What follows belongs to an exercise in optimizing a design on an open flow for small area and a short achievable clock period; a production flow would make more cautious choices.
Only simulation tests tie the RTL to the original design; equivalence was not proved.
Power is estimated from default activity; no workload was simulated.

run A:
Design top, start of the top module:
module top(clk,reset,a1,a2,a3,b1,b2,b3,c1,c2,c3,c4,c5,c6,c7,c8,c9);
Size in the first run: ~2800 cells after synthesis, ~200 I/O pins.
clock: 6.0 ns
lec_check: 0
cap_margin: 20
core_margin: 2
core_utilization: 40
setup_slack_margin: 2.1
slew_margin: 20
synth_hierarchical: 1
standard.sh (not shown) runs the stock make flow with config.mk's settings and CLKGATE_MAP_FILE= SYNTH_SCRIPT=/design/flow/synth_recipe.tcl, a recipe that flattens the netlist after the stock synthesis.
==> flow/flow/run.sh <==
#!/bin/bash
# Standard ORFS layout with buf_1 port buffers (input ones then upsized) and
# no CTS dummy loads.
set -euo pipefail
export BUFFER_PORTS_ARGS="-buffer_cell sky130_fd_sc_hd__buf_1"
export POST_GLOBAL_PLACE_TCL="$(pwd)/flow/post_gpl.tcl"
export CTS_ARGS="-sink_clustering_enable -repair_clock_nets -dont_use_dummy_load -buf_list sky130_fd_sc_hd__clkbuf_8"
export SETUP_MOVE_SEQUENCE="sizeup,swap"
bash standard.sh > standard_flow.log 2>&1
==> flow/flow/post_gpl.tcl <==
# Port buffers are inserted as buf_1; the input ones each drive a PE's partial
# products, so they get a stronger buffer, and so do the inverters they drive.
foreach inst [get_cells input*] {
  replace_cell $inst sky130_fd_sc_hd__buf_4
  foreach pin [get_pins -of_objects [get_nets -of_objects [get_pins [get_full_name $inst]/X]] -filter "direction == input"] {
    set c [get_cells -of_objects $pin]
    if {[get_property $c ref_name] == "sky130_fd_sc_hd__inv_1"} {
      replace_cell $c sky130_fd_sc_hd__inv_4
    }
  }
}
### run A -> run B
# run A
export LEC_CHECK = 0
export CAP_MARGIN = 20
export CORE_MARGIN = 2
export CORE_UTILIZATION = 40
export SETUP_SLACK_MARGIN = 2.1
export SLEW_MARGIN = 20
export SYNTH_HIERARCHICAL = 1
create_clock -name core_clock -period 6.0 [get_ports {clk}]
# run B
export LEC_CHECK = 0
export CAP_MARGIN = 20
export CORE_MARGIN = 2
export CORE_UTILIZATION = 40
export SETUP_SLACK_MARGIN = 1.85
export SLEW_MARGIN = 20
export SYNTH_HIERARCHICAL = 1
create_clock -name core_clock -period 6.0 [get_ports {clk}]
==> flow/flow/run.sh <==
#!/bin/bash
# Standard ORFS layout with buf_1 port buffers (input ones then upsized) and
# no CTS dummy loads.
set -euo pipefail
export BUFFER_PORTS_ARGS="-buffer_cell sky130_fd_sc_hd__buf_1"
export POST_GLOBAL_PLACE_TCL="$(pwd)/flow/post_gpl.tcl"
export CTS_ARGS="-sink_clustering_enable -repair_clock_nets -dont_use_dummy_load -buf_list sky130_fd_sc_hd__clkbuf_4"
export SETUP_MOVE_SEQUENCE="sizeup,swap"
bash standard.sh > standard_flow.log 2>&1
==> summary.txt <==
- Number of antenna repair diodes was lower in the run labelled run A.
- Run B: global-route usage 0.19 points below run A
- Run B vs run A, highest routed metal layer: met4 vs met5
- Comparing fraction of standard cell area that is sequential for run A and run B, the smaller number came from run A.
- Relative to run A, placement-stage cell area decreased by 3.5% in run B.
- Per the comparison of run B with run A, synthesis-to-layout area growth fell by 12 points, global-route wire length before repair went down, number of cells traversed by the worst register-to-register path -3, final area shows a reduction of 0.0030 mm², total stage count of the critical path saw a decrease.
- Where final critical path time including I/O delays and setup is concerned, run A is outperformed by run B.
Edits applied to the flow inputs when going from run B to run C:
==> flow/flow/run.sh <==
#!/bin/bash
# Standard ORFS layout with buf_1 port buffers (input ones then upsized) and
# no CTS dummy loads.
set -euo pipefail
export BUFFER_PORTS_ARGS="-buffer_cell sky130_fd_sc_hd__buf_1"
export POST_GLOBAL_PLACE_TCL="$(pwd)/flow/post_gpl.tcl"
export CTS_ARGS="-sink_clustering_enable -repair_clock_nets -dont_use_dummy_load -buf_list sky130_fd_sc_hd__clkbuf_8"
export SETUP_MOVE_SEQUENCE="sizeup,swap"
bash standard.sh > standard_flow.log 2>&1
Findings:
Status | run B and run C | clean. Looking at destination of the critical timing path, the acc1[14] result is from run C; the acc8[16] one comes from run B. Run C vs run B on sequential share of layout area: run C is the lower one. Diff run B -> run C: via count of the first global-routing pass decreased 1.1%, achievable frequency decreased about 1.4%. Clock period minus final worst setup slack (lower): run B.
What run D does differently from run C at the input level:
# run C
export LEC_CHECK = 0
export CAP_MARGIN = 20
export CORE_MARGIN = 2
export CORE_UTILIZATION = 40
export SETUP_SLACK_MARGIN = 1.85
export SLEW_MARGIN = 20
export SYNTH_HIERARCHICAL = 1
create_clock -name core_clock -period 6.0 [get_ports {clk}]
# run D
export LEC_CHECK = 0
export CAP_MARGIN = 20
export CORE_MARGIN = 2
export CORE_UTILIZATION = 40
export SLEW_MARGIN = 20
export SYNTH_HIERARCHICAL = 1
create_clock -name core_clock -period 6.0 [get_ports {clk}]
-- flow/flow/run.sh --
<<< run C, line 7
export CTS_ARGS="-sink_clustering_enable -repair_clock_nets -dont_use_dummy_load -buf_list sky130_fd_sc_hd__clkbuf_8"
export SETUP_MOVE_SEQUENCE="sizeup,swap"
bash standard.sh > standard_flow.log 2>&1
>>> run D, line 7
export CTS_ARGS="-sink_clustering_enable -repair_clock_nets -dont_use_dummy_load -buf_list sky130_fd_sc_hd__clkbuf_8"
bash standard.sh > standard_flow.log 2>&1
## What came out
Critical path capture point = acc6[13]: run D; critical path capture point = acc1[14]: run C
Going from run C to run D, number of remaining DRC errors roughly the same, largest clock skew in the final design higher.
Looking at worst setup path category, the primary input to flop result is from run C; the flop to flop one comes from run D.
Measured against each other, run C and run D differ in area growth from synthesis to final layout, the lower figure coming from run D.
Run D vs. run C: worst hold slack down 0.017 ns, sequential power flat.
Between run D and run C, it is run D whose met1 track demand over resource in global routing is lower, by 1.0 points.
Looking at run C and run D, the number of tap instances is a wash.
Run D: total power is 3.7% lower than what run C reported.
The post-route core utilization in run D sits 1.0 points below the value recorded for run C.

[static timing again, ports no longer ideal]
No port has a modelled driver above. Below, the same layouts with a new extraction and two added sets of constraints.
Step 1: set_driving_cell puts a clkbuf_16 on clk and a buf_2 on each other input, an assumption about the parent block.
Step 2 also shifts input and output timing later by t, the mid clock arrival at the registers, as if the neighbouring blocks saw the same clock.
Slacks: ideal / step 1 / step 2; pairs: ideal / step 1.
run	t, ns	setup slack, ns	slew at the worst register clock pin (ns)
run A	0.660	2.012 / 2.016 / 1.356	0.06 / 0.06
run B	0.806	2.060 / 2.060 / 1.297	0.07 / 0.07
run C	0.682	2.004 / 2.034 / 1.352	0.07 / 0.07
run D	0.686	1.779 / 1.779 / 1.139	0.06 / 0.06
After both steps every run listed still meets setup and hold. For run B, which loses most, drivers alone change the setup slack by 0.000 ns; drivers and shift together by -0.763 ns.
